What follows belongs to an exercise in optimizing a design on an open flow for small area and a short achievable clock period; a production flow would make more cautious choices. In this exercise RTL edits were held to simulation tests only and were not proved equivalent to the original. No activity file was given, so power comes from the tool's default toggle rates.

==> design/flow/design.v <==
module alu #(
    parameter INST_W = 4,
    parameter INT_W  = 6,
    parameter FRAC_W = 10,
    parameter DATA_W = INT_W + FRAC_W
)(
    input                      i_clk,
    input                      i_rst_n,
    input                      i_in_valid,
    output                     o_busy,
    input         [INST_W-1:0] i_inst,
    input  signed [DATA_W-1:0] i_data_a,
    input  signed [DATA_W-1:0] i_data_b,
    output                     o_out_valid,
    output        [DATA_W-1:0] o_data
);
    reg busy_r;      
    reg ovalid_r;
    always @(posedge i_clk or negedge i_rst_n) begin
        if (!i_rst_n) begin
            busy_r   <= 1'b0;
            ovalid_r <= 1'b0;
        end else begin
            busy_r   <= i_in_valid;
            ovalid_r <= busy_r;
        end
    end
    assign o_busy      = busy_r;
    assign o_out_valid = ovalid_r;
    wire [3:0]  op = i_inst;
    wire [15:0] a  = i_data_a;
    wire [15:0] b  = i_data_b;
    wire op_add = (op == 4'd0);
    wire op_sub = (op == 4'd1);
    wire op_mul = (op == 4'd2);
    wire op_acc = (op == 4'd3);
    wire op_sp  = (op == 4'd4);
    wire op_xor = (op == 4'd5);
    wire op_rs  = (op == 4'd6);
    wire op_lr  = (op == 4'd7);
    wire op_clz = (op == 4'd8);
    wire op_rm  = (op == 4'd9);
    wire a_neg   = a[15];
    wire a_hi    = ~a_neg & (|a[14:11]);           
    wire a_p0    = ~a_neg & ~(|a[14:11]);          
    wire a_m1    = a_neg & (&a[14:10]);            
    wire a_m2    = a_neg & (&a[14:11]) & ~a[10];   
    wire a_m3    = a_neg & (&a[14:12]) & ~a[11] & a[10];   
    wire sp_mid = a_p0 | a_m1 | a_m2 | a_m3;
    wire [16:0] ye = {b, 1'b0};
    wire [7:0]  b_one, b_two, b_neg;
    wire [7:0]  m_one, m_two, m_neg;
    wire [16:0] xe = {a[15], a};
    wire [16:0] xs = {a, 1'b0};
    genvar gi;
    generate for (gi = 0; gi < 8; gi = gi + 1) begin : g_benc
        assign b_one[gi] = ye[2*gi+1] ^ ye[2*gi];
        assign b_two[gi] = (ye[2*gi+2] & ~ye[2*gi+1] & ~ye[2*gi]) | (~ye[2*gi+2] & ye[2*gi+1] & ye[2*gi]);
        assign b_neg[gi] = ye[2*gi+2];
    end endgenerate
    wire [7:0] sp_one = {(a[15] ? (a[11] ? (a[10] ? 1'b1 : 1'b1) : 1'b0) : 1'b0), (a[15] ? (a[11] ? (a[10] ? 1'b1 : 1'b0) : 1'b0) : 1'b0), (a[15] ? (a[11] ? (a[10] ? 1'b1 : 1'b0) : 1'b1) : 1'b0), (a[15] ? (a[11] ? (a[10] ? 1'b1 : 1'b1) : 1'b0) : 1'b0), (a[15] ? (a[11] ? (a[10] ? 1'b1 : 1'b0) : 1'b0) : 1'b0), (a[15] ? (a[11] ? (a[10] ? 1'b1 : 1'b0) : 1'b1) : 1'b0), (a[15] ? (a[11] ? (a[10] ? 1'b1 : 1'b1) : 1'b0) : 1'b0), (a[15] ? (a[11] ? (a[10] ? 1'b1 : 1'b0) : 1'b1) : 1'b0)};
    wire [7:0] sp_two = {(a[15] ? (a[11] ? (a[10] ? 1'b0 : 1'b0) : 1'b0) : 1'b1), (a[15] ? (a[11] ? (a[10] ? 1'b0 : 1'b0) : 1'b1) : 1'b1), (a[15] ? (a[11] ? (a[10] ? 1'b0 : 1'b1) : 1'b0) : 1'b1), (a[15] ? (a[11] ? (a[10] ? 1'b0 : 1'b0) : 1'b0) : 1'b1), (a[15] ? (a[11] ? (a[10] ? 1'b0 : 1'b0) : 1'b1) : 1'b1), (a[15] ? (a[11] ? (a[10] ? 1'b0 : 1'b1) : 1'b0) : 1'b1), (a[15] ? (a[11] ? (a[10] ? 1'b0 : 1'b0) : 1'b0) : 1'b1), (a[15] ? (a[11] ? (a[10] ? 1'b0 : 1'b1) : 1'b0) : 1'b1)};
    wire [7:0] sp_neg = {(a[15] ? (a[11] ? (a[10] ? 1'b0 : 1'b0) : 1'b0) : 1'b0), (a[15] ? (a[11] ? (a[10] ? 1'b0 : 1'b0) : 1'b0) : 1'b0), (a[15] ? (a[11] ? (a[10] ? 1'b0 : 1'b1) : 1'b1) : 1'b0), (a[15] ? (a[11] ? (a[10] ? 1'b0 : 1'b0) : 1'b0) : 1'b0), (a[15] ? (a[11] ? (a[10] ? 1'b0 : 1'b0) : 1'b0) : 1'b0), (a[15] ? (a[11] ? (a[10] ? 1'b0 : 1'b1) : 1'b1) : 1'b0), (a[15] ? (a[11] ? (a[10] ? 1'b0 : 1'b0) : 1'b0) : 1'b0), (a[15] ? (a[11] ? (a[10] ? 1'b0 : 1'b1) : 1'b0) : 1'b0)};
    wire use_sp = op[2];
    assign m_one = use_sp ? sp_one : b_one;
    assign m_two = use_sp ? sp_two : b_two;
    assign m_neg = use_sp ? sp_neg : b_neg;
    wire [16:0] pp0 = ({17{m_one[0]}} & xe | {17{m_two[0]}} & xs) ^ {17{m_neg[0]}};
    wire [16:0] pp1 = ({17{m_one[1]}} & xe | {17{m_two[1]}} & xs) ^ {17{m_neg[1]}};
    wire [16:0] pp2 = ({17{m_one[2]}} & xe | {17{m_two[2]}} & xs) ^ {17{m_neg[2]}};
    wire [16:0] pp3 = ({17{m_one[3]}} & xe | {17{m_two[3]}} & xs) ^ {17{m_neg[3]}};
    wire [16:0] pp4 = ({17{m_one[4]}} & xe | {17{m_two[4]}} & xs) ^ {17{m_neg[4]}};
    wire [16:0] pp5 = ({17{m_one[5]}} & xe | {17{m_two[5]}} & xs) ^ {17{m_neg[5]}};
    wire [16:0] pp6 = ({17{m_one[6]}} & xe | {17{m_two[6]}} & xs) ^ {17{m_neg[6]}};
    wire [16:0] pp7 = ({17{m_one[7]}} & xe | {17{m_two[7]}} & xs) ^ {17{m_neg[7]}};
    wire fs1;
    wire fc2;
    wire fs3;
    wire fc4;
    wire fs5;
    wire fc6;
    wire fs7;
    wire fc8;
    wire fs9;
    wire fc10;
    wire fs11;
    wire fc12;
    wire hs13;
    wire hc14;
    wire fs15;
    wire fc16;
    wire fs17;
    wire fc18;
    wire fs19;
    wire fc20;
    wire fs21;
    wire fc22;
    wire fs23;
    wire fc24;
    wire fs25;
    wire fc26;
    wire fs27;
    wire fc28;
    wire fs29;
    wire fc30;
    wire fs31;
    wire fc32;
    wire fs33;
    wire fc34;
    wire fs35;
    wire fc36;
    wire hs37;
    wire hc38;
    wire fs39;
    wire fc40;
    wire fs41;
    wire fc42;
    wire hs43;
    wire hc44;
    wire fs45;
    wire fc46;
    wire fs47;
    wire fc48;
    wire fs49;
    wire fc50;
    wire hs51;
    wire hc52;
    wire fs53;
    wire fc54;
    wire hs55;
    wire hc56;
    wire hs57;
    wire hc58;
    wire hs59;
    wire hc60;
    wire fs61;
    wire fc62;
    wire hs63;
    wire hc64;
    wire fs65;
    wire fc66;
    wire fs67;
    wire fc68;
    wire fs69;
    wire fc70;
    wire fs71;
    wire fc72;
    wire fs73;
    wire fc74;
    wire fs75;
    wire fc76;
    wire fs77;
    wire fc78;
    wire fs79;
    wire fc80;
    wire fs81;
    wire fc82;
    wire fs83;
    wire fc84;
    wire fs85;
    wire fc86;
    wire fs87;
    wire fc88;
    wire fs89;
    wire fc90;
    wire fs91;
    wire fc92;
    wire fs93;
    wire fc94;
    wire fs95;
    wire fc96;
    wire fs97;
    wire fc98;
    wire fs99;
    wire fc100;
    wire fs101;
    wire fc102;
    wire fs103;
    wire fc104;
    wire fs105;
    wire fc106;
    wire fs107;
    wire fc108;
    wire fs109;
    wire fc110;
    wire fs111;
    wire fc112;
    wire fs113;
    wire fc114;
    wire fs115;
    wire fc116;
    wire fs117;
    wire fc118;
    wire fs119;
    wire fc120;
    wire fs121;
    wire fc122;
    wire fs123;
    wire fc124;
    wire fs125;
    wire fc126;
    wire hs127;
    wire hc128;
    wire fs129;
    wire fc130;
    wire hs131;
    wire hc132;
    wire hs133;
    wire hc134;
    wire hs135;
    wire hc136;
    wire fs137;
    wire fc138;
    wire fs139;
    wire fc140;
    wire fs141;
    wire fc142;
    wire fs143;
    wire fc144;
    wire fs145;
    wire fc146;
    wire fs147;
    wire fc148;
    wire fs149;
    wire fc150;
    wire fs151;
    wire fc152;
    wire fs153;
    wire fc154;
    wire fs155;
    wire fc156;
    wire fs157;
    wire fc158;
    wire fs159;
    wire fc160;
    wire fs161;
    wire fc162;
    wire fs163;
    wire fc164;
    wire fs165;
    wire fc166;
    wire fs167;
    wire fc168;
    wire fs169;
    wire fc170;
    wire fs171;
    wire fc172;
    wire fs173;
    wire fc174;
    wire fs175;
    wire fc176;
    wire fs177;
    wire fc178;
    wire fs179;
    wire fc180;
    wire hs181;
    wire hc182;
    wire hs183;
    wire hc184;
    wire fs185;
    wire fc186;
    wire fs187;
    wire fc188;
    wire fs189;
    wire fc190;
    wire fs191;
    wire fc192;
    wire fs193;
    wire fc194;
    wire fs195;
    wire fc196;
    wire fs197;
    wire fc198;
    wire fs199;
    wire fc200;
    wire fs201;
    wire fc202;
    wire fs203;
    wire fc204;
    wire fs205;
    wire fc206;
    wire fs207;
    wire fc208;
    wire fs209;
    wire fc210;
    wire fs211;
    wire fc212;
    wire fs213;
    wire fc214;
    wire fs215;
    wire fc216;
    wire fs217;
    wire fc218;
    wire fs219;
    wire fc220;
    wire fs221;
    wire fc222;
    wire fs223;
    wire fc224;
    wire fs225;
    wire fc226;
    wire fs227;
    wire fc228;
    wire fs229;
    wire fc230;
    wire fs231;
    wire fc232;
    wire fs233;
    wire fc234;
    wire hs235;
    wire hc236;
    wire kc9_0 = use_sp ? (a[15] ? (a[11] ? (a[10] ? 1'b0 : 1'b0) : 1'b0) : 1'b0) : 1'b1;
    wire kc10_0 = use_sp ? (a[15] ? (a[11] ? (a[10] ? 1'b0 : 1'b1) : 1'b1) : 1'b0) : 1'b0;
    wire kc11_0 = use_sp ? (a[15] ? (a[11] ? (a[10] ? 1'b1 : 1'b0) : 1'b1) : 1'b1) : 1'b0;
    wire kc12_0 = use_sp ? (a[15] ? (a[11] ? (a[10] ? 1'b0 : 1'b1) : 1'b0) : 1'b0) : 1'b0;
    wire kc13_0 = use_sp ? (a[15] ? (a[11] ? (a[10] ? 1'b1 : 1'b1) : 1'b1) : 1'b1) : 1'b0;
    wire kc13_1 = use_sp ? (a[15] ? (a[11] ? (a[10] ? 1'b0 : 1'b1) : 1'b1) : 1'b0) : 1'b0;
    wire kc15_0 = use_sp ? (a[15] ? (a[11] ? (a[10] ? 1'b0 : 1'b0) : 1'b1) : 1'b0) : 1'b0;
    wire kc16_0 = use_sp ? (a[15] ? (a[11] ? (a[10] ? 1'b0 : 1'b0) : 1'b0) : 1'b0) : 1'b1;
    wire kc17_0 = use_sp ? (a[15] ? (a[11] ? (a[10] ? 1'b1 : 1'b0) : 1'b0) : 1'b1) : 1'b1;
    wire kc18_0 = use_sp ? (a[15] ? (a[11] ? (a[10] ? 1'b1 : 1'b1) : 1'b0) : 1'b1) : 1'b0;
    wire kc19_0 = use_sp ? (a[15] ? (a[11] ? (a[10] ? 1'b0 : 1'b0) : 1'b0) : 1'b0) : 1'b1;
    wire kc20_0 = use_sp ? (a[15] ? (a[11] ? (a[10] ? 1'b1 : 1'b0) : 1'b0) : 1'b1) : 1'b0;
    wire kc21_0 = use_sp ? (a[15] ? (a[11] ? (a[10] ? 1'b0 : 1'b1) : 1'b0) : 1'b0) : 1'b1;
    wire kc22_0 = use_sp ? (a[15] ? (a[11] ? (a[10] ? 1'b1 : 1'b1) : 1'b0) : 1'b1) : 1'b0;
    wire kc23_0 = use_sp ? (a[15] ? (a[11] ? (a[10] ? 1'b0 : 1'b1) : 1'b0) : 1'b0) : 1'b1;
    wire kc24_0 = use_sp ? (a[15] ? (a[11] ? (a[10] ? 1'b1 : 1'b0) : 1'b0) : 1'b1) : 1'b0;
    wire kc25_0 = use_sp ? (a[15] ? (a[11] ? (a[10] ? 1'b0 : 1'b0) : 1'b0) : 1'b0) : 1'b1;
    wire kc26_0 = use_sp ? (a[15] ? (a[11] ? (a[10] ? 1'b1 : 1'b1) : 1'b1) : 1'b1) : 1'b0;
    assign fs1 = m_neg[5] ^ kc10_0 ^ pp0[10];
    assign fc2 = (m_neg[5] & kc10_0) | (m_neg[5] & pp0[10]) | (kc10_0 & pp0[10]);
    assign fs3 = kc11_0 ^ pp0[11] ^ pp1[9];
    assign fc4 = (kc11_0 & pp0[11]) | (kc11_0 & pp1[9]) | (pp0[11] & pp1[9]);
    assign fs5 = m_neg[6] ^ kc12_0 ^ pp0[12];
    assign fc6 = (m_neg[6] & kc12_0) | (m_neg[6] & pp0[12]) | (kc12_0 & pp0[12]);
    assign fs7 = pp1[10] ^ pp2[8] ^ pp3[6];
    assign fc8 = (pp1[10] & pp2[8]) | (pp1[10] & pp3[6]) | (pp2[8] & pp3[6]);
    assign fs9 = kc13_0 ^ kc13_1 ^ pp0[13];
    assign fc10 = (kc13_0 & kc13_1) | (kc13_0 & pp0[13]) | (kc13_1 & pp0[13]);
    assign fs11 = pp1[11] ^ pp2[9] ^ pp3[7];
    assign fc12 = (pp1[11] & pp2[9]) | (pp1[11] & pp3[7]) | (pp2[9] & pp3[7]);
    assign hs13 = pp4[5] ^ pp5[3];
    assign hc14 = pp4[5] & pp5[3];
    assign fs15 = m_neg[7] ^ pp0[14] ^ pp1[12];
    assign fc16 = (m_neg[7] & pp0[14]) | (m_neg[7] & pp1[12]) | (pp0[14] & pp1[12]);
    assign fs17 = pp2[10] ^ pp3[8] ^ pp4[6];
    assign fc18 = (pp2[10] & pp3[8]) | (pp2[10] & pp4[6]) | (pp3[8] & pp4[6]);
    assign fs19 = pp5[4] ^ pp6[2] ^ pp7[0];
    assign fc20 = (pp5[4] & pp6[2]) | (pp5[4] & pp7[0]) | (pp6[2] & pp7[0]);
    assign fs21 = kc15_0 ^ pp0[15] ^ pp1[13];
    assign fc22 = (kc15_0 & pp0[15]) | (kc15_0 & pp1[13]) | (pp0[15] & pp1[13]);
    assign fs23 = pp2[11] ^ pp3[9] ^ pp4[7];
    assign fc24 = (pp2[11] & pp3[9]) | (pp2[11] & pp4[7]) | (pp3[9] & pp4[7]);
    assign fs25 = pp5[5] ^ pp6[3] ^ pp7[1];
    assign fc26 = (pp5[5] & pp6[3]) | (pp5[5] & pp7[1]) | (pp6[3] & pp7[1]);
    assign fs27 = kc16_0 ^ pp1[14] ^ pp2[12];
    assign fc28 = (kc16_0 & pp1[14]) | (kc16_0 & pp2[12]) | (pp1[14] & pp2[12]);
    assign fs29 = pp3[10] ^ pp4[8] ^ pp5[6];
    assign fc30 = (pp3[10] & pp4[8]) | (pp3[10] & pp5[6]) | (pp4[8] & pp5[6]);
    assign fs31 = pp6[4] ^ pp7[2] ^ ~pp0[16];
    assign fc32 = (pp6[4] & pp7[2]) | (pp6[4] & ~pp0[16]) | (pp7[2] & ~pp0[16]);
    assign fs33 = kc17_0 ^ pp1[15] ^ pp2[13];
    assign fc34 = (kc17_0 & pp1[15]) | (kc17_0 & pp2[13]) | (pp1[15] & pp2[13]);
    assign fs35 = pp3[11] ^ pp4[9] ^ pp5[7];
    assign fc36 = (pp3[11] & pp4[9]) | (pp3[11] & pp5[7]) | (pp4[9] & pp5[7]);
    assign hs37 = pp6[5] ^ pp7[3];
    assign hc38 = pp6[5] & pp7[3];
    assign fs39 = kc18_0 ^ pp2[14] ^ pp3[12];
    assign fc40 = (kc18_0 & pp2[14]) | (kc18_0 & pp3[12]) | (pp2[14] & pp3[12]);
    assign fs41 = pp4[10] ^ pp5[8] ^ pp6[6];
    assign fc42 = (pp4[10] & pp5[8]) | (pp4[10] & pp6[6]) | (pp5[8] & pp6[6]);
    assign hs43 = pp7[4] ^ ~pp1[16];
    assign hc44 = pp7[4] & ~pp1[16];
    assign fs45 = kc19_0 ^ pp2[15] ^ pp3[13];
    assign fc46 = (kc19_0 & pp2[15]) | (kc19_0 & pp3[13]) | (pp2[15] & pp3[13]);
    assign fs47 = pp4[11] ^ pp5[9] ^ pp6[7];
    assign fc48 = (pp4[11] & pp5[9]) | (pp4[11] & pp6[7]) | (pp5[9] & pp6[7]);
    assign fs49 = kc20_0 ^ pp3[14] ^ pp4[12];
    assign fc50 = (kc20_0 & pp3[14]) | (kc20_0 & pp4[12]) | (pp3[14] & pp4[12]);
    assign hs51 = pp5[10] ^ pp6[8];
    assign hc52 = pp5[10] & pp6[8];
    assign fs53 = kc21_0 ^ pp3[15] ^ pp4[13];
    assign fc54 = (kc21_0 & pp3[15]) | (kc21_0 & pp4[13]) | (pp3[15] & pp4[13]);
    assign hs55 = kc22_0 ^ pp4[14];
    assign hc56 = kc22_0 & pp4[14];
    assign hs57 = m_neg[3] ^ pp0[6];
    assign hc58 = m_neg[3] & pp0[6];
    assign hs59 = pp0[7] ^ pp1[5];
    assign hc60 = pp0[7] & pp1[5];
    assign fs61 = m_neg[4] ^ pp0[8] ^ pp1[6];
    assign fc62 = (m_neg[4] & pp0[8]) | (m_neg[4] & pp1[6]) | (pp0[8] & pp1[6]);
    assign hs63 = pp2[4] ^ pp3[2];
    assign hc64 = pp2[4] & pp3[2];
    assign fs65 = kc9_0 ^ pp0[9] ^ pp1[7];
    assign fc66 = (kc9_0 & pp0[9]) | (kc9_0 & pp1[7]) | (pp0[9] & pp1[7]);
    assign fs67 = pp2[5] ^ pp3[3] ^ pp4[1];
    assign fc68 = (pp2[5] & pp3[3]) | (pp2[5] & pp4[1]) | (pp3[3] & pp4[1]);
    assign fs69 = pp1[8] ^ pp2[6] ^ pp3[4];
    assign fc70 = (pp1[8] & pp2[6]) | (pp1[8] & pp3[4]) | (pp2[6] & pp3[4]);
    assign fs71 = pp4[2] ^ pp5[0] ^ fs1;
    assign fc72 = (pp4[2] & pp5[0]) | (pp4[2] & fs1) | (pp5[0] & fs1);
    assign fs73 = pp2[7] ^ pp3[5] ^ pp4[3];
    assign fc74 = (pp2[7] & pp3[5]) | (pp2[7] & pp4[3]) | (pp3[5] & pp4[3]);
    assign fs75 = pp5[1] ^ fc2 ^ fs3;
    assign fc76 = (pp5[1] & fc2) | (pp5[1] & fs3) | (fc2 & fs3);
    assign fs77 = pp4[4] ^ pp5[2] ^ pp6[0];
    assign fc78 = (pp4[4] & pp5[2]) | (pp4[4] & pp6[0]) | (pp5[2] & pp6[0]);
    assign fs79 = fc4 ^ fs5 ^ fs7;
    assign fc80 = (fc4 & fs5) | (fc4 & fs7) | (fs5 & fs7);
    assign fs81 = pp6[1] ^ hs13 ^ fc6;
    assign fc82 = (pp6[1] & hs13) | (pp6[1] & fc6) | (hs13 & fc6);
    assign fs83 = fc8 ^ fs9 ^ fs11;
    assign fc84 = (fc8 & fs9) | (fc8 & fs11) | (fs9 & fs11);
    assign fs85 = hc14 ^ fc10 ^ fc12;
    assign fc86 = (hc14 & fc10) | (hc14 & fc12) | (fc10 & fc12);
    assign fs87 = fs15 ^ fs17 ^ fs19;
    assign fc88 = (fs15 & fs17) | (fs15 & fs19) | (fs17 & fs19);
    assign fs89 = fc16 ^ fc18 ^ fc20;
    assign fc90 = (fc16 & fc18) | (fc16 & fc20) | (fc18 & fc20);
    assign fs91 = fs21 ^ fs23 ^ fs25;
    assign fc92 = (fs21 & fs23) | (fs21 & fs25) | (fs23 & fs25);
    assign fs93 = fc22 ^ fc24 ^ fc26;
    assign fc94 = (fc22 & fc24) | (fc22 & fc26) | (fc24 & fc26);
    assign fs95 = fs27 ^ fs29 ^ fs31;
    assign fc96 = (fs27 & fs29) | (fs27 & fs31) | (fs29 & fs31);
    assign fs97 = hs37 ^ fc28 ^ fc30;
    assign fc98 = (hs37 & fc28) | (hs37 & fc30) | (fc28 & fc30);
    assign fs99 = fc32 ^ fs33 ^ fs35;
    assign fc100 = (fc32 & fs33) | (fc32 & fs35) | (fs33 & fs35);
    assign fs101 = hc38 ^ hs43 ^ fc34;
    assign fc102 = (hc38 & hs43) | (hc38 & fc34) | (hs43 & fc34);
    assign fs103 = fc36 ^ fs39 ^ fs41;
    assign fc104 = (fc36 & fs39) | (fc36 & fs41) | (fs39 & fs41);
    assign fs105 = pp7[5] ^ hc44 ^ fc40;
    assign fc106 = (pp7[5] & hc44) | (pp7[5] & fc40) | (hc44 & fc40);
    assign fs107 = fc42 ^ fs45 ^ fs47;
    assign fc108 = (fc42 & fs45) | (fc42 & fs47) | (fs45 & fs47);
    assign fs109 = pp7[6] ^ ~pp2[16] ^ hs51;
    assign fc110 = (pp7[6] & ~pp2[16]) | (pp7[6] & hs51) | (~pp2[16] & hs51);
    assign fs111 = fc46 ^ fc48 ^ fs49;
    assign fc112 = (fc46 & fc48) | (fc46 & fs49) | (fc48 & fs49);
    assign fs113 = pp5[11] ^ pp6[9] ^ pp7[7];
    assign fc114 = (pp5[11] & pp6[9]) | (pp5[11] & pp7[7]) | (pp6[9] & pp7[7]);
    assign fs115 = hc52 ^ fc50 ^ fs53;
    assign fc116 = (hc52 & fc50) | (hc52 & fs53) | (fc50 & fs53);
    assign fs117 = pp5[12] ^ pp6[10] ^ pp7[8];
    assign fc118 = (pp5[12] & pp6[10]) | (pp5[12] & pp7[8]) | (pp6[10] & pp7[8]);
    assign fs119 = ~pp3[16] ^ hs55 ^ fc54;
    assign fc120 = (~pp3[16] & hs55) | (~pp3[16] & fc54) | (hs55 & fc54);
    assign fs121 = kc23_0 ^ pp4[15] ^ pp5[13];
    assign fc122 = (kc23_0 & pp4[15]) | (kc23_0 & pp5[13]) | (pp4[15] & pp5[13]);
    assign fs123 = pp6[11] ^ pp7[9] ^ hc56;
    assign fc124 = (pp6[11] & pp7[9]) | (pp6[11] & hc56) | (pp7[9] & hc56);
    assign fs125 = kc24_0 ^ pp5[14] ^ pp6[12];
    assign fc126 = (kc24_0 & pp5[14]) | (kc24_0 & pp6[12]) | (pp5[14] & pp6[12]);
    assign hs127 = pp7[10] ^ ~pp4[16];
    assign hc128 = pp7[10] & ~pp4[16];
    assign fs129 = kc25_0 ^ pp5[15] ^ pp6[13];
    assign fc130 = (kc25_0 & pp5[15]) | (kc25_0 & pp6[13]) | (pp5[15] & pp6[13]);
    assign hs131 = kc26_0 ^ pp6[14];
    assign hc132 = kc26_0 & pp6[14];
    reg  [19:0] acc [0:15];
    reg  [15:0] acc_v;
    wire [15:0] a_dec = 16'd1 << a[3:0];
    reg  [19:0] acc_rd;
    integer k;
    always @(*) begin
        acc_rd = 20'd0;
        for (k = 0; k < 16; k = k + 1)
            acc_rd = acc_rd | ({20{a_dec[k] & acc_v[k]}} & acc[k]);
    end
    wire [19:0] x_d = op_acc ? acc_rd : {{4{a[15]}}, a};
    wire [15:0] y_d = op_sub ? ~b :
                      op_lr  ? {b[15:4], 4'd0 - b[3:0]} :
                      op_sp  ? 16'd0 :
                      b;
    reg [19:0] x_r;
    reg [15:0] y_r;
    reg [3:0]  idx_r;
    reg [105:0] mr;
    reg s_acc_r, s_sum_r, s_cin_r, s_mul_r, s_sp_r, s_xor_r;
    reg s_rs_r, s_lr_r, s_clz_r, s_rm_r;
    always @(posedge i_clk) begin
        x_r        <= x_d;
        y_r        <= y_d;
        idx_r      <= a[3:0];
        mr         <= {~pp7[16], pp7[15], ~pp6[16], pp7[14], hc132, pp7[13], pp6[15], fc130, hs131, ~pp5[16], pp7[12], hc128, fc126, fs129, pp7[11], fc124, fc122, fs125, hs127, fc120, fc118, fs123, fs121, fc116, fc114, fs119, fs117, fc112, fc110, fs115, fs113, fc108, fc106, fs111, fs109, fc104, fc102, fs107, fs105, fc100, fc98, fs103, fs101, fc96, fc94, fs99, fs97, fc92, fc90, fs95, fs93, fc88, fc86, fs91, fs89, fc84, fc82, fs87, fs85, fc80, fc78, fs83, fs81, fc76, fc74, fs79, fs77, fc72, fc70, fs75, fs73, fc68, fc66, fs71, fs69, hc64, fc62, fs67, fs65, hc60, fs61, hs63, pp4[0], hc58, hs59, pp3[1], pp2[3], hs57, pp3[0], pp2[2], pp1[4], pp2[1], pp1[3], pp0[5], pp2[0], pp1[2], pp0[4], m_neg[2], pp1[1], pp0[3], pp1[0], pp0[2], m_neg[1], pp0[1], pp0[0], m_neg[0]};
        s_acc_r    <= op_acc;
        s_sum_r    <= op_add | op_sub | op_acc;
        s_cin_r    <= op_sub;
        s_mul_r    <= op_mul;
        s_sp_r     <= op_sp & sp_mid;
        s_xor_r    <= op_xor | (op_sp & a_hi);
        s_rs_r     <= op_rs;
        s_lr_r     <= op_lr;
        s_clz_r    <= op_clz;
        s_rm_r     <= op_rm;
    end
    wire [15:0] xa = x_r[15:0];
    wire [15:0] idx_dec = 16'd1 << idx_r;
    wire [15:0] slo = {1'b0, x_r[14:0]} + {1'b0, y_r[14:0]} + {15'd0, s_cin_r};
    wire        c15 = slo[15];
    wire [4:0]  shi = x_r[19:15] + {5{y_r[15]}};
    wire [4:0]  shi1 = shi + 5'd1;
    wire [19:0] sum = {c15 ? shi1 : shi, slo[14:0]};
    wire        sok0 = (shi == 5'd0)  | (shi == 5'd31);
    wire        sok1 = (shi == 5'd31) | (shi == 5'd30);
    wire        sum_ok = c15 ? sok1 : sok0;
    wire [15:0] sum_sat = sum_ok ? sum[15:0] : {sum[19], {15{~sum[19]}}};
    wire acc_we = busy_r & s_acc_r;
    always @(posedge i_clk or negedge i_rst_n) begin
        if (!i_rst_n)
            acc_v <= 16'd0;
        else if (acc_we)
            acc_v <= acc_v | idx_dec;
    end
    always @(posedge i_clk) begin
        for (k = 0; k < 16; k = k + 1)
            if (acc_we & idx_dec[k])
                acc[k] <= sum;
    end
    assign hs133 = mr[8] ^ mr[9];
    assign hc134 = mr[8] & mr[9];
    assign hs135 = mr[12] ^ mr[13];
    assign hc136 = mr[12] & mr[13];
    assign fs137 = mr[15] ^ mr[16] ^ mr[17];
    assign fc138 = (mr[15] & mr[16]) | (mr[15] & mr[17]) | (mr[16] & mr[17]);
    assign fs139 = mr[19] ^ mr[20] ^ mr[21];
    assign fc140 = (mr[19] & mr[20]) | (mr[19] & mr[21]) | (mr[20] & mr[21]);
    assign fs141 = mr[23] ^ mr[24] ^ mr[25];
    assign fc142 = (mr[23] & mr[24]) | (mr[23] & mr[25]) | (mr[24] & mr[25]);
    assign fs143 = mr[27] ^ mr[28] ^ mr[29];
    assign fc144 = (mr[27] & mr[28]) | (mr[27] & mr[29]) | (mr[28] & mr[29]);
    assign fs145 = mr[31] ^ mr[32] ^ mr[33];
    assign fc146 = (mr[31] & mr[32]) | (mr[31] & mr[33]) | (mr[32] & mr[33]);
    assign fs147 = mr[35] ^ mr[36] ^ mr[37];
    assign fc148 = (mr[35] & mr[36]) | (mr[35] & mr[37]) | (mr[36] & mr[37]);
    assign fs149 = mr[39] ^ mr[40] ^ mr[41];
    assign fc150 = (mr[39] & mr[40]) | (mr[39] & mr[41]) | (mr[40] & mr[41]);
    assign fs151 = mr[43] ^ mr[44] ^ mr[45];
    assign fc152 = (mr[43] & mr[44]) | (mr[43] & mr[45]) | (mr[44] & mr[45]);
    assign fs153 = mr[47] ^ mr[48] ^ mr[49];
    assign fc154 = (mr[47] & mr[48]) | (mr[47] & mr[49]) | (mr[48] & mr[49]);
    assign fs155 = mr[51] ^ mr[52] ^ mr[53];
    assign fc156 = (mr[51] & mr[52]) | (mr[51] & mr[53]) | (mr[52] & mr[53]);
    assign fs157 = mr[55] ^ mr[56] ^ mr[57];
    assign fc158 = (mr[55] & mr[56]) | (mr[55] & mr[57]) | (mr[56] & mr[57]);
    assign fs159 = mr[59] ^ mr[60] ^ mr[61];
    assign fc160 = (mr[59] & mr[60]) | (mr[59] & mr[61]) | (mr[60] & mr[61]);
    assign fs161 = mr[63] ^ mr[64] ^ mr[65];
    assign fc162 = (mr[63] & mr[64]) | (mr[63] & mr[65]) | (mr[64] & mr[65]);
    assign fs163 = mr[67] ^ mr[68] ^ mr[69];
    assign fc164 = (mr[67] & mr[68]) | (mr[67] & mr[69]) | (mr[68] & mr[69]);
    assign fs165 = mr[71] ^ mr[72] ^ mr[73];
    assign fc166 = (mr[71] & mr[72]) | (mr[71] & mr[73]) | (mr[72] & mr[73]);
    assign fs167 = mr[75] ^ mr[76] ^ mr[77];
    assign fc168 = (mr[75] & mr[76]) | (mr[75] & mr[77]) | (mr[76] & mr[77]);
    assign fs169 = mr[79] ^ mr[80] ^ mr[81];
    assign fc170 = (mr[79] & mr[80]) | (mr[79] & mr[81]) | (mr[80] & mr[81]);
    assign fs171 = mr[83] ^ mr[84] ^ mr[85];
    assign fc172 = (mr[83] & mr[84]) | (mr[83] & mr[85]) | (mr[84] & mr[85]);
    assign fs173 = mr[87] ^ mr[88] ^ mr[89];
    assign fc174 = (mr[87] & mr[88]) | (mr[87] & mr[89]) | (mr[88] & mr[89]);
    assign fs175 = mr[91] ^ mr[92] ^ mr[93];
    assign fc176 = (mr[91] & mr[92]) | (mr[91] & mr[93]) | (mr[92] & mr[93]);
    assign fs177 = mr[95] ^ mr[96] ^ mr[97];
    assign fc178 = (mr[95] & mr[96]) | (mr[95] & mr[97]) | (mr[96] & mr[97]);
    assign fs179 = 1'b1 ^ mr[99] ^ mr[100];
    assign fc180 = (1'b1 & mr[99]) | (1'b1 & mr[100]) | (mr[99] & mr[100]);
    assign hs181 = mr[3] ^ mr[4];
    assign hc182 = mr[3] & mr[4];
    assign hs183 = mr[6] ^ mr[7];
    assign hc184 = mr[6] & mr[7];
    assign fs185 = mr[10] ^ mr[11] ^ hs133;
    assign fc186 = (mr[10] & mr[11]) | (mr[10] & hs133) | (mr[11] & hs133);
    assign fs187 = mr[14] ^ hc134 ^ hs135;
    assign fc188 = (mr[14] & hc134) | (mr[14] & hs135) | (hc134 & hs135);
    assign fs189 = mr[18] ^ hc136 ^ fs137;
    assign fc190 = (mr[18] & hc136) | (mr[18] & fs137) | (hc136 & fs137);
    assign fs191 = mr[22] ^ fc138 ^ fs139;
    assign fc192 = (mr[22] & fc138) | (mr[22] & fs139) | (fc138 & fs139);
    assign fs193 = mr[26] ^ fc140 ^ fs141;
    assign fc194 = (mr[26] & fc140) | (mr[26] & fs141) | (fc140 & fs141);
    assign fs195 = mr[30] ^ fc142 ^ fs143;
    assign fc196 = (mr[30] & fc142) | (mr[30] & fs143) | (fc142 & fs143);
    assign fs197 = mr[34] ^ fc144 ^ fs145;
    assign fc198 = (mr[34] & fc144) | (mr[34] & fs145) | (fc144 & fs145);
    assign fs199 = mr[38] ^ fc146 ^ fs147;
    assign fc200 = (mr[38] & fc146) | (mr[38] & fs147) | (fc146 & fs147);
    assign fs201 = mr[42] ^ fc148 ^ fs149;
    assign fc202 = (mr[42] & fc148) | (mr[42] & fs149) | (fc148 & fs149);
    assign fs203 = mr[46] ^ fc150 ^ fs151;
    assign fc204 = (mr[46] & fc150) | (mr[46] & fs151) | (fc150 & fs151);
    assign fs205 = mr[50] ^ fc152 ^ fs153;
    assign fc206 = (mr[50] & fc152) | (mr[50] & fs153) | (fc152 & fs153);
    assign fs207 = mr[54] ^ fc154 ^ fs155;
    assign fc208 = (mr[54] & fc154) | (mr[54] & fs155) | (fc154 & fs155);
    assign fs209 = mr[58] ^ fc156 ^ fs157;
    assign fc210 = (mr[58] & fc156) | (mr[58] & fs157) | (fc156 & fs157);
    assign fs211 = mr[62] ^ fc158 ^ fs159;
    assign fc212 = (mr[62] & fc158) | (mr[62] & fs159) | (fc158 & fs159);
    assign fs213 = mr[66] ^ fc160 ^ fs161;
    assign fc214 = (mr[66] & fc160) | (mr[66] & fs161) | (fc160 & fs161);
    assign fs215 = mr[70] ^ fc162 ^ fs163;
    assign fc216 = (mr[70] & fc162) | (mr[70] & fs163) | (fc162 & fs163);
    assign fs217 = mr[74] ^ fc164 ^ fs165;
    assign fc218 = (mr[74] & fc164) | (mr[74] & fs165) | (fc164 & fs165);
    assign fs219 = mr[78] ^ fc166 ^ fs167;
    assign fc220 = (mr[78] & fc166) | (mr[78] & fs167) | (fc166 & fs167);
    assign fs221 = mr[82] ^ fc168 ^ fs169;
    assign fc222 = (mr[82] & fc168) | (mr[82] & fs169) | (fc168 & fs169);
    assign fs223 = mr[86] ^ fc170 ^ fs171;
    assign fc224 = (mr[86] & fc170) | (mr[86] & fs171) | (fc170 & fs171);
    assign fs225 = mr[90] ^ fc172 ^ fs173;
    assign fc226 = (mr[90] & fc172) | (mr[90] & fs173) | (fc172 & fs173);
    assign fs227 = mr[94] ^ fc174 ^ fs175;
    assign fc228 = (mr[94] & fc174) | (mr[94] & fs175) | (fc174 & fs175);
    assign fs229 = mr[98] ^ fc176 ^ fs177;
    assign fc230 = (mr[98] & fc176) | (mr[98] & fs177) | (fc176 & fs177);
    assign fs231 = mr[101] ^ fc178 ^ fs179;
    assign fc232 = (mr[101] & fc178) | (mr[101] & fs179) | (fc178 & fs179);
    assign fs233 = mr[102] ^ mr[103] ^ fc180;
    assign fc234 = (mr[102] & mr[103]) | (mr[102] & fc180) | (mr[103] & fc180);
    assign hs235 = 1'b1 ^ mr[104];
    assign hc236 = 1'b1 & mr[104];
    wire [31:0] pr_a = {1'b1, mr[105], hs235, fs233, fs231, fs229, fs227, fs225, fs223, fs221, fs219, fs217, fs215, fs213, fs211, fs209, fs207, fs205, fs203, fs201, fs199, fs197, fs195, fs193, fs191, fs189, fs187, fs185, hs183, mr[5], mr[2], mr[0]};
    wire [31:0] pr_b = {1'b0, hc236, fc234, fc232, fc230, fc228, fc226, fc224, fc222, fc220, fc218, fc216, fc214, fc212, fc210, fc208, fc206, fc204, fc202, fc200, fc198, fc196, fc194, fc192, fc190, fc188, fc186, hc184, hc182, hs181, 1'b0, mr[1]};
    wire [24:0] kg0 = pr_a[24:0] & pr_b[24:0];
    wire [24:0] kp0 = pr_a[24:0] ^ pr_b[24:0];
    wire [24:0] kg1, kp1;
    assign kg1[0:0] = kg0[0:0];
    assign kp1[0:0] = kp0[0:0];
    assign kg1[24:1] = kg0[24:1] | (kp0[24:1] & kg0[23:0]);
    assign kp1[24:1] = kp0[24:1] & kp0[23:0];
    wire [24:0] kg2, kp2;
    assign kg2[1:0] = kg1[1:0];
    assign kp2[1:0] = kp1[1:0];
    assign kg2[24:2] = kg1[24:2] | (kp1[24:2] & kg1[22:0]);
    assign kp2[24:2] = kp1[24:2] & kp1[22:0];
    wire [24:0] kg3, kp3;
    assign kg3[3:0] = kg2[3:0];
    assign kp3[3:0] = kp2[3:0];
    assign kg3[24:4] = kg2[24:4] | (kp2[24:4] & kg2[20:0]);
    assign kp3[24:4] = kp2[24:4] & kp2[20:0];
    wire [24:0] kg4, kp4;
    assign kg4[7:0] = kg3[7:0];
    assign kp4[7:0] = kp3[7:0];
    assign kg4[24:8] = kg3[24:8] | (kp3[24:8] & kg3[16:0]);
    assign kp4[24:8] = kp3[24:8] & kp3[16:0];
    wire [24:0] kg5, kp5;
    assign kg5[15:0] = kg4[15:0];
    assign kp5[15:0] = kp4[15:0];
    assign kg5[24:16] = kg4[24:16] | (kp4[24:16] & kg4[8:0]);
    assign kp5[24:16] = kp4[24:16] & kp4[8:0];
    wire [25:0] kc  = {kg5, 1'b0};             
    wire [25:0] lo  = {kc[25], kp0 ^ kc[24:0]};
    wire        c25 = lo[25];
    wire [6:0]  ha_ = pr_a[31:25], hb_ = pr_b[31:25];
    wire [6:0]  hx  = ha_ ^ hb_;
    wire        z0  = &(hx[6:1] ~^ (ha_[5:0] | hb_[5:0]));    
    wire        z1  = &(~hx[6:1] ~^ (ha_[5:0] & hb_[5:0]));   
    wire        ok0 = (z0 & ~hx[0]) | (z1 & hx[0]);           
    wire        ok1 = (z0 & hx[0]) | (z1 & ~hx[0]);           
    wire        mul_ok = c25 ? ok1 : ok0;
    wire        p25 = hx[0] ^ c25;
    wire        p26 = hx[1] ^ ((ha_[0] & hb_[0]) | (hx[0] & c25));
    wire        mul_sgn = xa[15] ^ y_r[15];    
    wire [15:0] sp_res  = {5'd0, p26, p25, lo[24:16]};    
    wire [31:0] rot2 = {xa, xa} >> y_r[3:0];
    wire [15:0] rot  = rot2[15:0];
    reg  [15:0] rs_res;
    integer j;
    always @(*) begin
        for (j = 0; j < 16; j = j + 1)
            rs_res[j] = (y_r[4] | (j + y_r[3:0] > 15)) ? xa[15] : rot[j];
    end
    reg [4:0] zcnt;
    always @(*) begin
        zcnt = 5'd0;
        for (j = 0; j < 16; j = j + 1)
            if (xa[j]) zcnt = 15 - j;
    end
    reg [12:0] match4;
    always @(*) begin
        for (j = 0; j < 13; j = j + 1)
            match4[j] = (xa[j+:4] == y_r[(15-j)-:4]);
    end
    wire [15:0] res_m = s_sp_r ? sp_res : {p25, lo[24:10]};
    wire [15:0] res_o = ({16{s_sum_r}} & sum_sat)
                      | ({16{s_mul_r}} & {mul_sgn, {15{~mul_sgn}}})
                      | ({16{s_xor_r}} & (xa ^ y_r))
                      | ({16{s_rs_r }} & rs_res)
                      | ({16{s_lr_r }} & rot)
                      | ({16{s_clz_r}} & {11'd0, zcnt})
                      | ({16{s_rm_r }} & {3'd0, match4});
    reg [15:0] odata_m, odata_o;
    reg        osel_m;
    always @(posedge i_clk) begin
        odata_m <= res_m;
        odata_o <= res_o;
        osel_m  <= s_sp_r | (s_mul_r & mul_ok);
    end
    assign o_data = osel_m ? odata_m : odata_o;
endmodule
==> design/flow/flow/run.sh <==
#!/bin/bash
# The standard layout (the standard.sh, all ORFS steps to finish), with one
# change: the port buffers are made as buf_2 cells instead of the slow delay
# buffer ORFS's port buffering picks by default. The tools' full output goes
# to flow_standard.log.
set -euo pipefail
bash standard.sh BUFFER_PORTS_ARGS="-buffer_cell sky130_fd_sc_hd__buf_2" finish > flow_standard.log 2>&1
==> design/flow/standard.sh <==
#!/bin/bash
# synth_recipe.tcl (not shown) runs the flow's synth.tcl, then flattens the netlist and writes it again
# the make line also repeats each setting of config.mk as NAME=value (left out here)
make -C /OpenROAD-flow-scripts/flow DESIGN_CONFIG=/design/flow/config.mk WORK_HOME=/design/flow/orfs CLKGATE_MAP_FILE= SYNTH_SCRIPT=/design/flow/synth_recipe.tcl "${@:-finish}"
==> design/flow/config.mk <==
export PLATFORM = sky130hd
export DESIGN_NAME = alu
export DESIGN_NICKNAME = alu
export VERILOG_FILES = /design/flow/design.v
export SDC_FILE = /design/flow/constraint.sdc
export NUM_CORES = 4
export LEC_CHECK = 0
export ABC_AREA = 1
export CAP_MARGIN = 20
export CORE_MARGIN = 2
export CORE_UTILIZATION = 50
export CTS_BUF_LIST = sky130_fd_sc_hd__clkbuf_8
export SETUP_SLACK_MARGIN = 4.8
export SLEW_MARGIN = 20
export TNS_END_PERCENT = 20
==> design/flow/constraint.sdc <==
create_clock -name core_clock -period 8.5 [get_ports {i_clk}]
set_input_delay 1.7000 -clock core_clock [delete_from_list [all_inputs] [get_ports {i_clk}]]
set_output_delay 1.7000 -clock core_clock [all_outputs]
set_load 0.01 [all_outputs]
==> results of run 1 <==
placed cells by master (no fill, tap or decap), types with 18 or more instances in the layout:
| cell | instances |
|---|---|
| a221oi_1 | 28 |
| nor2_2 | 22 |
| o21ai_0 | 141 |
| clkbuf_8 | 106 |
| o22ai_1 | 136 |
| dfxtp_1 | 188 |
| buf_4 | 51 |
| a21oi_1 | 122 |
| a22o_1 | 20 |
| dfrtp_1 | 18 |
| nand3_1 | 103 |
| ha_1 | 80 |
| fa_1 | 101 |
| nor2_1 | 135 |
| nand4_1 | 47 |
| o211ai_1 | 21 |
| nand2_1 | 522 |
| nor3_1 | 22 |
| edfxtp_1 | 320 |
| buf_2 | 54 |
| or2_2 | 18 |
| xor2_1 | 156 |
| inv_1 | 355 |
cell families after synthesis:
kind of cell             Yosys count  share of synthesized area, %
XOR/XNOR                         174                          5.42
multiplexers                      22                         0.854
buffers and inverters            468                          6.78
flip-flops                       527                          49.2
adder cells (fa/ha/maj)          189                          11.2
AND/OR/NAND/NOR                  919                          14.0
AO/OA/AOI/OAI                    569                          12.5
worst max-delay path, delay by kind of cell:
| kind | cells | cell delay, ps |
|---|---|---|
| compound gates | 2 | 510 |
| buf+inv | 3 | 1520 |
| simple gates | 3 | 770 |
stage by stage:
| stage | util (%) | total power, mW |
|---|---|---|
| after floorplan | - | 6.91 |
| after global placement | 52.9 | 8.88 |
| after detailed placement | 52.9 | 8.93 |
| after CTS | 56.8 | 11.5 |
| after global routing | 57.0 | 12.5 |
| final | 57.0 | 11.7 |
flip-flops by register name, summed over array words and instances, names as in the netlist:
signal / cells
s_rs_r: 1
odata_o: 16
s_cin_r: 1
acc_v: 16
s_clz_r: 1
idx_r: 4
odata_m: 16
acc: 320
busy_r: 1
osel_m: 1
x_r: 20
s_rm_r: 1
s_mul_r: 1
s_acc_r: 1
y_r: 16
mr: 106
s_sum_r: 1
s_xor_r: 1
s_lr_r: 1
ovalid_r: 1
s_sp_r: 1
worst min path at each step:
stage / slack (ps) / start / to / cells past startpoint
detailed placement: 430 / busy_r / ovalid_r / 0
floorplan: 430 / acc_v[2] / acc_v[2] / 2
CTS: 440 / busy_r / ovalid_r / 0
global route: 460 / busy_r / ovalid_r / 0
finish: 450 / busy_r / ovalid_r / 0
global placement: 410 / busy_r / ovalid_r / 0
layer usage:
layer | part of all wire (%) | vias to the layer above | GRT usage [%]
li1 | - | 10000 | -
met1 | 41 | 10594 | 42.4
met2 | 47 | 1011 | 52.1
met3 | 7.9 | 225 | 6.81
met4 | 4.4 | 2 | 14.5
met5 | 0.0096 | - | 0
report_power, final:
group / switching, mW / leakage [nW] / internal, mW
sequential: 0.130 / 4.70 / 3.14
clock: 1.08 / 1.08 / 1.25
combinational: 4.11 / 7.40 / 2.00
repair_timing:
action / CTS / global route
hold buffers: 0 / 0
gates cloned: 0 / 2
resized for setup: 26 / 17
buffers inserted: 14 / 4
pin swaps: 5 / 4
endpoints found under the setup margin: 86 / 67
final cells by class:
class / instances / area share, %
Timing Repair Buffer: 111 / 2.42
Sequential cell: 527 / 43.9
Timing Repair inverter: 2 / 0.0317
Clock buffer: 106 / 4.63
Antenna cell: 2 / 0.0159
Tap cell: 748 / 2.97
Clock inverter: 57 / 1.29
Multi-Input combinational cell: 1873 / 40.5
Inverter: 352 / 4.27
==> run notes, run 1 <==
- The setup TNS is 0 ps.
- The worst setup path endpoint is x_r[6].
- The critical path in this run is classified as in2reg.
- The slowest stage of the critical path is the clkinvlp_2 cell.
- The number of antenna violations at the first check in global routing is 2.
- In the post-synthesis netlist, the cell with the most instances is nand2_1.
- The count of non-filler cells in the finished layout is 3778.
- The Yosys step of the flow raised 2 warnings.
- The classification of the worst-slack hold path is reg2reg.
- The TritonCTS clock tree is done.
- The cell area reported after detailed placement is 29300 µm².
- The smallest hold slack is 445 ps.
- When the netlist entered floorplanning its net count stood at 3096.
- The net count of the finished layout is 3183.
- The shortest period the worst path allows is 3950 ps.
- The maximum number of pins on one net before global-route repair is 41.
- The die area is 58200 µm².
- In this design, the stage delay of the slowest critical-path cell is 810 ps.
- The sequential fraction of the synthesis area is 49.2%.
- The critical path starts at i_data_a[2].
- The flop and latch count out of synthesis is 527.
- The worst path uses 46.5% of the clock period.
- The number of placed instances with taps included is 3593.
- Setup slack on the worst reg-to-reg path comes out at 4860 ps.
- The number of search-and-repair iterations in the first detailed-routing pass is 7.
- The via count of the routed design is 21832.
- For this design the top-level I/O count stands at 57.
- The vertical die dimension is 241 µm.
- Setup repair after global routing could not meet its margin everywhere.
- Of all nets on the critical path, the largest fanout is 10.
- IR analysis of the VDD net gives a maximum drop of 0.392 mV.
- The post-route netlist has 13.1% of its cells at a drive strength greater than 1.
- The source-to-sink clock delay at the later pin of the worst-skew pair is 730 ps.
- The transition time at the pin with the least slew margin is 1120 ps.
- The number of sinks handled by clock tree synthesis is 527.
- The first-pass GRT wire length is 137 mm.
- The via count of the first global-routing pass was 21370.
- In the final routed layout, each cell accounts on average for 24.9 µm.
- Fill cells in the final layout number 4932.
- The setup clock skew after layout is 54.9 ps.
- TritonCTS created 88 clock buffers.
- The signal arrival time at the worst endpoint is 4530 ps.
- The cell count after synthesis is 2868.
- The worst setup path is launched from a primary input.
- The total of endpoints with negative setup slack in the final report is 0.
- The number of violations of the max-capacitance limit is 0.
- The final count of hold timing violations is 0.
- The distinct cell type count of the synthesized netlist is 60.
- The initial DRC count is 1922.
- The most instantiated flip-flop cell in the synthesis netlist is edfxtp_1.
- The final RePlAce weighted congestion is 0.951.
- Before CTS, the worst setup slack after placement is 3250 ps.
- The largest total area in the synthesized netlist belongs to edfxtp_1.
- Relative to the synthesized area, the layout overhead comes to 12.1%.
- The routed wire length is 93.9 mm.
- The tightest slew margin relative to the limit is 25.5%.
- The worst register-to-register path begins at x_r[15].
- The die is 241 µm wide.
- The share of synthesized flip-flops with an asynchronous set or reset is 3.42%.
- The clock transition at the registers of the reported paths is 60 ps.
- The cell sitting at the root of the clock tree is a clkbuf_8.
- The area occupied by multi-input gates is 12800 µm².
- Across the whole layout, storage elements account for 13800 µm².
- The worst register-to-register path ends at odata_o[2].
- The final number of max-transition violations came to 0.
- The number of core rows is 86.
- The via count normalized by instance count is 5.78.
- Yosys mapped a number of flops with a built-in enable equal to 320.
- Summing every instance area after synthesis gives 28100 µm².
- The initial core utilization is 50.9%.
- For the worst flop-to-flop path, the logic depth is 12.
- For this design the ratio of total power to cell area is 371 nW/µm².
- Sorting the synthesized cells by area gives the leading types as edfxtp_1, dfxtp_1, fa_1.
- Sorting the synthesized cells by how often they occur yields nand2_1, inv_1, edfxtp_1, dfxtp_1, xor2_1.
- The worst setup margin is 4550 ps.
- The static leakage power is 13.2 nW.
- In this run the biggest area consumer among cell types represents 34.2% of the synthesized area.
- The summed area of non-filler cells in the final layout is 31500 µm².
- Static timing analysis puts the maximum clock frequency at 0.253 GHz.
- Traced cell by cell, the critical path runs through buf_2 > clkinvlp_4 > nand4_1 > clkinvlp_2 > a21oi_1 > nand4_1 > nor3_1 > a21oi_1.
- The port buffer count is 56.
- The number of H-tree levels is 3.
- After floorplanning, the core was sized to cover 55300 µm².
- The run finished with no timing, DRC or antenna violations.
- The mean post-synth cell area is 9.81 µm².
- The required time of the critical path is 9080 ps.
- The clock passes through at most 3 buffers.
- The remaining global-route overflow is 0.
- The HPWL reported at the end of detailed placement is 62.9 mm.
- The detail route stage leaves a number of antenna-violating nets equal to 0.
- The total routing resource utilization after global routing is 32.4%.
- The number of DRC violations after detailed routing is 0.
- The type of element capturing the critical path is a flip-flop.
==> run 2, diff against run 1 <==
--- a/design/flow/config.mk
+++ b/design/flow/config.mk
@@ -7,3 +7,3 @@
 export LEC_CHECK = 0
-export ABC_AREA = 1
+export ABC_CLOCK_PERIOD_IN_PS = 3500
 export CAP_MARGIN = 20
==> run 2 against run 1 <==
Net effect:
- worst setup slack better by 110 ps
- critical path depth unchanged
- register-to-register slack worse by 190 ps
- flip-flop and latch count is the same
- worst hold slack improved by 13 ps
- die area decreased by 3.6%
- critical path type unchanged
- largest cell class unchanged
==> run notes, run 2 <==
- The flow ran to the end and the layout has no timing, DRC or antenna violations.
- The share of cells above drive strength 1 is 16.6% (+3.5 points).
- The initial core utilization is 50.4% (-0.42 points).
- The die area was 56100 µm² (-3.6%).
- The most common cell in the netlist is edfxtp_1.
- Summed over all instances, the cell type with the most area after synthesis is edfxtp_1.
- The type of element capturing the critical path is a flip-flop.
- The number of nets produced by synthesis is 2556 (-17%).
- The TritonCTS clock tree is done.
- The tightest slew margin relative to the limit is 26.2% (+0.70 points).
- The number of flip-flops in the largest register is 320 (unchanged).
- The cell area reported after detailed placement is 28400 µm² (-3.1%).
- The signal arrival time at the worst endpoint came to 4380 ps (-150 ps).
- By count the netlist is led by edfxtp_1, a22oi_1, dfxtp_1, inv_1, xnor2_1.
- The vertical die dimension is 237 µm (-1.8%).
- Walking the worst path, the cells encountered are buf_2 > buf_8 > o31a_1 > a22oi_1 > xnor2_1 > fa_1 > inv_1 > fa_1.
- The summed area of non-filler cells in the final layout was 30300 µm² (-3.8%).
- On the critical path the largest part of the delay comes from compound AO/OA/AOI/OAI gates.
- The number of violations of the max-capacitance limit is 0 (unchanged).
- The total core area was 53700 µm² (-2.9%).
- The via count of the routed design came to 18943 (-13%).
- The HPWL reported at the end of detailed placement is 54.9 mm (-13%).
- The routed wire length came to 82.5 mm (-12%).
- The total of endpoints with negative setup slack in the final report was 0 (unchanged).
- The final RePlAce weighted congestion was 0.909 (-4.4%).
- The largest registers in the layout are acc x320, mr x106, x_r x20.
- The number of placed instances with taps included is 2979 (-17%).
- The register with the most flip-flops in the final layout is acc.
- The width of the die is 237 µm (-1.8%).
- The final number of max-transition violations was 0 (unchanged).
- The number of placed I/O pins is 57 (unchanged).
- The maximum number of pins on one net before global-route repair came to 40 (-2.4%).
- The flop and latch count out of synthesis is 527 (unchanged).
- The Yosys warning count was 2 (unchanged).
- The setup TNS is 0 ps (unchanged).
- The element type at the critical path start is a primary input.
- The required time of the critical path is 9040 ps (-40 ps).
- The final count of hold timing violations is 0 (unchanged).
- The post-placement worst setup slack was 3430 ps (+178 ps).
- The number of flops mapped to enable cells by yosys is 320 (unchanged).
- The net count of the finished layout is 2615 (-18%).
- Among the stages of the critical path, the cell type that occurs most often is fa_1.
- The number of H-tree levels came to 3 (unchanged).
- The remaining global-route overflow was 0 (unchanged).
- The shortest period the worst path allows is 3840 ps (-115 ps).
- The area growth from synthesis to layout is 12.0%.
- The clock tree root buffer cell is clkbuf_8.
- The peak per-stage delay on the critical path is 780 ps (-30 ps).
- The top-area cell type share of the netlist area is 35.5% (+1.3 points).
- The maximum fanout encountered on the critical timing path is 37 (+27).
- The combined buffer and inverter count along the critical path came to 3 (unchanged).
- The critical path starts at i_inst[2].
- The share of synthesized flip-flops with an asynchronous set or reset is 3.42% (unchanged).
- Leaving out fill and tap cells, the most frequent cells in the layout are edfxtp_1, inv_1, a22oi_1.
- The setup clock skew after layout is 48.6 ps (-6.29 ps).
- The total routing resource utilization after global routing is 29.7% (-2.8 points).
- The slowest stage of the critical path belongs to the cell o31a_1.
- The cell count after synthesis is 2329 (-19%).
- The total power came to 10.3 mW (-12%).
- The initial DRC count is 1921 (-0.052%).
- By area the synthesized netlist is led by edfxtp_1, dfxtp_1, fa_1.
- The port buffer count is 56 (unchanged).
- The top achievable clock speed is 0.261 GHz (+3.0%).
- The critical register-to-register path startpoint is mr[57].
- In this run the most critical hold path is launched from acc_v[15].
- The most instantiated flip-flop cell in the synthesis netlist is edfxtp_1.
- The number of search-and-repair iterations in the first detailed-routing pass came to 6 (-1).
- The mean post-synth cell area is 11.6 µm² (+19%).
- The cell area after synthesis is 27100 µm² (-3.7%).
- The source-to-sink clock delay at the later pin of the worst-skew pair is 700 ps (-30 ps).
- The worst setup margin is 4660 ps (+115 ps).
- The remaining antenna violation count after routing is 0 (unchanged).
- The count of non-filler cells in the finished layout is 3150 (-17%).
- The number of sinks handled by clock tree synthesis is 527 (unchanged).
- The number of antenna violations at the first check in global routing is 10 (+8).
- The number of core rows came to 85 (-1.2%).
- The sequential fraction of the synthesis area came to 51.1% (+1.9 points).
- The smallest hold slack is 459 ps (+13.3 ps).
- The worst vdd rail ir drop is 0.418 mV (+6.6%).
- The clock transition at the registers of the reported paths came to 60 ps (about the same).
- The classification of the worst-slack hold path is reg2reg.
- The leading cell type in the layout, fill and taps excluded is edfxtp_1.
- The static leakage power was 11.7 nW (-11%).
- The total CTS buffers is 86 (-2.3%).
- The total power density per cell area is 340 nW/µm² (-8.4%).
- The distinct cell type count of the synthesized netlist was 81 (+35%).
- The via count normalized by instance count is 6.01 (+4.1%).
- The first-pass GRT wire length is 122 mm (-11%).
- The core occupancy in the finished layout is 56.5% (-0.54 points).
- The portion of the clock cycle consumed by the worst path in the final layout was 45.1% (-1.3 points).
- Setup repair after global routing could not meet its margin everywhere.
- The number of DRC violations after detailed routing was 0 (unchanged).
- The layout filler cell count was 4498 (-8.8%).
- The via count of the first global-routing pass came to 18715 (-12%).
- The largest buffer count on any clock path came to 3 (unchanged).
- The category of the most critical setup path is in2reg.
- The routed wirelength normalized by instance count came to 26.2 µm (+5.3%).
- The transition time at the pin with the least slew margin came to 1100 ps (-14.8 ps).
run 2: worst paths after layout:
| path | to | depth (start not counted) | slack, ps |
|---|---|---|---|
| setup / recovery | mr[52] | 8 | 4660 |
| hold / removal | acc_v[15] | 1 | 460 |
| setup reg to reg | odata_m[10] | 15 | 4670 |
| hold reg to reg | acc_v[15] | 1 | 460 |
| max in group asynchronous | acc_v[15] | 1 | 7250 |
| min in group asynchronous | busy_r | 1 | 950 |
run 2: cell type report:
cell class	count	area, µm²	area share, %
tap	696	871	2.87
timing repair buffer	123	827	2.73
clock buffer	96	1320	4.36
sequential	527	13800	45.7
multi-input combinational	1464	12400	40.9
antenna	2	5.00	0.0165
clock inverter	56	345	1.14
inverter	186	718	2.37
run 2: what timing repair did:
action / CTS / global route
cloned: 0 / 0
pin swaps: 12 / 1
hold buffers: 0 / 0
setup endpoints to repair: 123 / 113
resized for setup: 44 / 4
buffers inserted: 16 / 1
run 2: layer usage:
metal  share of wire, %  GRT usage [%]
met2                 47           48.2
met5              0.095              0
met3                7.2           5.96
met4                3.3           10.1
met1                 42           39.8
run 2: kinds of logic (layout without fill, tap and decap cells):
group	count (synthesis)	in the layout	share of synthesized area, %
other cells	0	2	0
simple gates	427	427	7.51
compound gates	556	556	14.4
xor+xnor	237	237	7.66
mux	56	56	2.91
flops	527	527	51.1
fa+ha+maj	188	188	11.5
buf+inv	338	461	4.86
run 2: power breakdown:
part	switching (mW)	internal (mW)	total [mW]	leakage [nW]
combinational	3.03	1.87	4.90	6.07
clock	1.02	1.11	2.13	0.961
sequential	0.135	3.15	3.28	4.71
total	4.19	6.13	10.3	11.7
run 2: worst register-to-register path: cells and delay by family (launching register included):
kind	cells	cell delay (ps)
adder cells (fa/ha/maj)	4	1510
flip-flops	1	340
AO/OA/AOI/OAI	6	1450
buffers and inverters	3	160
XOR/XNOR	1	160
AND/OR/NAND/NOR	1	80
==> run 3, diff against run 2 <==
--- a/design/flow/config.mk
+++ b/design/flow/config.mk
@@ -14,2 +14 @@
 export SLEW_MARGIN = 20
-export TNS_END_PERCENT = 20
==> run 3 against run 2 <==
Net effect:
- sequential share of layout area shrank 0.79 points
- still clean
- clock skew shrank 12 ps
- clock power is essentially flat
- largest cell class unchanged
- flip-flop and latch count is the same
- critical path type is now reg2reg
- total power grew 0.53%
- global-route usage grew 0.069 points
- fmax shrank 0.26%
- combinational power is essentially flat
- die area is the same
==> run notes, run 3 <==
- The top-area cell type share of the netlist area was 35.5% (unchanged).
- The clock transition at the registers of the reported paths is 60 ps (about the same).
- The transition time at the pin with the least slew margin is 1080 ps (-26.3 ps).
- The dominant delay contributor by cell family on the critical path is adder cells.
- The remaining antenna violation count after routing came to 0 (unchanged).
- The via count of the first global-routing pass was 19383 (+3.6%).
- The smallest hold slack is 455 ps (-3.48 ps).
- The flop and latch count out of synthesis is 527 (unchanged).
- The width of the die came to 237 µm (unchanged).
- The final count of hold timing violations came to 0 (unchanged).
- The setup TNS came to 0 ps (unchanged).
- The sequential fraction of the synthesis area is 51.1% (unchanged).
- The number of sinks handled by clock tree synthesis came to 527 (unchanged).
- The slowest cell on the critical path is fa_1.
- The flow ran to the end and the layout has no timing, DRC or antenna violations.
- Counting instances in the post-synthesis netlist gives the leading cell types as edfxtp_1, a22oi_1, dfxtp_1, inv_1, xnor2_1.
- Traced cell by cell, the critical path runs through inv_1 > fa_2 > fa_1 > inv_1 > ha_2 > a2111o_1 > o2111a_2 > o2111a_1 > a21oi_2 > a211o_2 > inv_2 > fa_2 > xor2_1 > nand2_1 > o21ai_1.
- The initial core utilization was 50.4% (unchanged).
- The worst vdd rail ir drop is 0.442 mV (+5.8%).
- The final number of max-transition violations came to 0 (unchanged).
- The number of antenna violations at the first check in global routing came to 7 (-3).
- The fraction of synthesized area in multiplexers is 2.91% (unchanged).
- The source-to-sink clock delay at the later pin of the worst-skew pair came to 700 ps (about the same).
- The cell count after synthesis is 2329 (unchanged).
- Leaving out fill and tap cells, the most frequent cell in the layout is edfxtp_1.
- The net count of the finished layout is 2651 (+1.4%).
- The peak per-stage delay on the critical path is 560 ps (-220 ps).
- The largest buffer count on any clock path is 3 (unchanged).
- By area, the combinational part of the netlist is dominated by compound AO/OA/AOI/OAI gates.
- The most flop-heavy register is acc.
- The port buffer count is 56 (unchanged).
- The total of endpoints with negative setup slack in the final report is 0 (unchanged).
- The post-placement worst setup slack came to 3410 ps (-22.8 ps).
- The total core area is 53700 µm² (unchanged).
- The signal arrival time at the worst endpoint is 4380 ps (about the same).
- The number of flip-flops in the largest register is 320 (unchanged).
- The total power density per cell area came to 336 nW/µm² (-1.2%).
- In the synthesized netlist the dominant register cell turns out to be edfxtp_1.
- The number of core rows came to 85 (unchanged).
- The share of synthesized flip-flops with an asynchronous set or reset is 3.42% (unchanged).
- The via count of the routed design is 19362 (+2.2%).
- The setup clock skew after layout is 36.7 ps (-11.9 ps).
- The path class of the tightest hold or removal check is reg2reg.
- The worst setup path is of the reg2reg kind.
- The top achievable clock speed was 0.260 GHz (-0.26%).
- The remaining global-route overflow is 0 (unchanged).
- By instance count, the leading cell after synthesis is edfxtp_1.
- The basic-gate share of the synthesized area counting and, or, nand and nor cells is 7.51% (unchanged).
- The number of placed I/O pins is 57 (unchanged).
- The TritonCTS clock tree is done.
- The number of search-and-repair iterations in the first detailed-routing pass was 6 (unchanged).
- The maximum number of pins on one net before global-route repair came to 40 (unchanged).
- Setup repair after global routing could not meet its margin everywhere.
- The cell type with the highest aggregate area in the netlist is edfxtp_1.
- The number of nets produced by synthesis is 2556 (unchanged).
- The number of violations of the max-capacitance limit is 0 (unchanged).
- The HPWL reported at the end of detailed placement came to 52.8 mm (-3.8%).
- The total routing resource utilization after global routing is 29.7% (+0.069 points).
- The distinct cell type count of the synthesized netlist is 81 (unchanged).
- The worst setup margin is 4650 ps (-9.90 ps).
- The maximum fanout encountered on the critical timing path is 5 (-86%).
- The final RePlAce weighted congestion is 0.908 (-0.14%).
- The share of cells above drive strength 1 is 18.7% (+2.1 points).
- The total CTS buffers is 86 (unchanged).
- The required time of the critical path is 9030 ps (about the same).
- The routed wirelength normalized by instance count is 26.1 µm (-0.35%).
- The number of H-tree levels came to 3 (unchanged).
- The cell area after synthesis is 27100 µm² (unchanged).
- The number of DRC violations after detailed routing is 0 (unchanged).
- The portion of the clock cycle consumed by the worst path in the final layout was 45.2% (+0.12 points).
- The mean post-synth cell area is 11.6 µm² (unchanged).
- The tightest slew margin relative to the limit was 27.9% (+1.8 points).
- The first-pass GRT wire length is 123 mm (+0.65%).
- The post-synthesis xor/xnor area fraction is 7.66% (unchanged).
- The number of flops mapped to enable cells by yosys is 320 (unchanged).
- The routed wire length is 83.2 mm (+0.89%).
- The via count normalized by instance count is 6.07 (+0.96%).
- The Yosys warning count is 2 (unchanged).
- By area the synthesized netlist is led by edfxtp_1, dfxtp_1, fa_1.
- The type of element capturing the critical path is a flip-flop.
- The combined buffer and inverter count along the critical path is 3 (unchanged).
- The largest registers in the layout are acc x320, mr x106, x_r x20.
- The die area is 56100 µm² (unchanged).
- The fraction of the mapped netlist area in compound gates was 14.4% (unchanged).
- The static leakage power is 12.0 nW (+1.9%).
- The tree is rooted in a clkbuf_8.
- Relative to the synthesized area, the layout overhead comes to 14.0%.
- The element type at the critical path start is a flip-flop.
- The shortest period the worst path allows was 3850 ps (+9.90 ps).
- The top cell types in the final layout, fill and taps aside, are edfxtp_1, inv_1, a22oi_1.
- The initial DRC count is 1887 (-1.8%).
- The fraction of the mapped netlist area in adder cells is 11.5% (unchanged).
- The vertical die dimension is 237 µm (unchanged).
## run 3: cell counts after synthesis
Identical to the previous run, type by type.
## run 3: through the flow
stage	util [%]	cell area, µm²	total power [mW]	instances
floorplan	-	27700	6.47	2329
global placement	52.9	28400	7.84	2977
detailed placement	52.9	28400	7.94	2977
CTS	56.7	30500	10.3	3156
global route	57.5	30900	11.0	3187
finish	57.5	30900	10.4	3189
## run 3: kinds of logic after synthesis
group           Yosys count
fa+ha+maj               188
flops                   527
mux                      56
compound gates          556
buf+inv                 338
xor+xnor                237
simple gates            427
## run 3: worst paths after layout
check / from / end / slack [ps] / cells past startpoint
max: mr[51] / odata_m[10] / 4650 / 15
min: busy_r / ovalid_r / 460 / 0
max reg2reg: mr[51] / odata_m[10] / 4650 / 15
min reg2reg: busy_r / ovalid_r / 460 / 0
max in group asynchronous: i_rst_n / acc_v[5] / 7240 / 1
min in group asynchronous: i_rst_n / acc_v[6] / 940 / 1
## run 3: routing by layer
metal  part of all wire [%]  global-route usage [%]  up-vias
li1                       -                       -     8583
met1                     41                    39.6     9638
met2                     47                    48.2      919
met3                    7.9                    5.64      214
met4                    3.7                    11.6        8
met5                  0.059                       0        -
## run 3: power breakdown
group          switching [mW]  total (mW)  internal [mW]
Combinational            2.98        4.93           1.95
Sequential              0.134        3.28           3.15
Clock                    1.02        2.16           1.14
## run 3: final cells by class
type | count | area [µm²]
antenna | 2 | 5.00
clock buffer | 96 | 1320
clock inverter | 59 | 370
fill | 4440 | 22800
inverter | 186 | 724
multi-input combinational | 1464 | 12500
sequential | 527 | 13800
tap | 696 | 871
timing repair buffer | 159 | 1200
## run 3: what timing repair did
| item | 4_1_cts | 5_1_grt |
|---|---|---|
| pin swaps | 13 | 17 |
| setup buffers | 24 | 30 |
| endpoints found under the setup margin | 75 | 55 |
| gates cloned | 0 | 1 |
| gates resized for setup | 41 | 21 |
| hold buffers | 0 | 0 |
| hold endpoints to repair | 0 | 0 |

==> what the ideal ports hide <==
How much do the figures lean on ideal ports? The routed layouts below were timed once more, with nothing changed but the port constraints.
Step 1 assumes that a clkbuf_16 drives the clock port and a buf_2 every other input.
Step 2 adds t to the input delays and takes it off the output delays; t is the mean of the earliest and latest rising clock arrival at the registers after step 1. Input paths then give back, and output paths get back, about the clock's delay inside the block.
a / b / c = no drivers / after step 1 / after step 2; a / b = the first two.
| run | shift t [ns] | setup slack, ns | worst hold slack (ns) | worst slew at a driven data input, ns |
|---|---|---|---|---|
| run 1 | 0.762 | 4.550 / 4.587 / 3.824 | 0.445 / 0.445 / 0.445 | 0.10 |
| run 2 | 0.732 | 4.665 / 4.592 / 3.860 | 0.459 / 0.459 / 0.459 | 0.14 |
| run 3 | 0.734 | 4.655 / 4.655 / 4.119 | 0.455 / 0.455 / 0.455 | 0.11 |
After both steps every run listed still meets setup and hold. The setup slack of run 2, which loses most, moves by -0.073 ns with the drivers and by -0.805 ns with both steps.
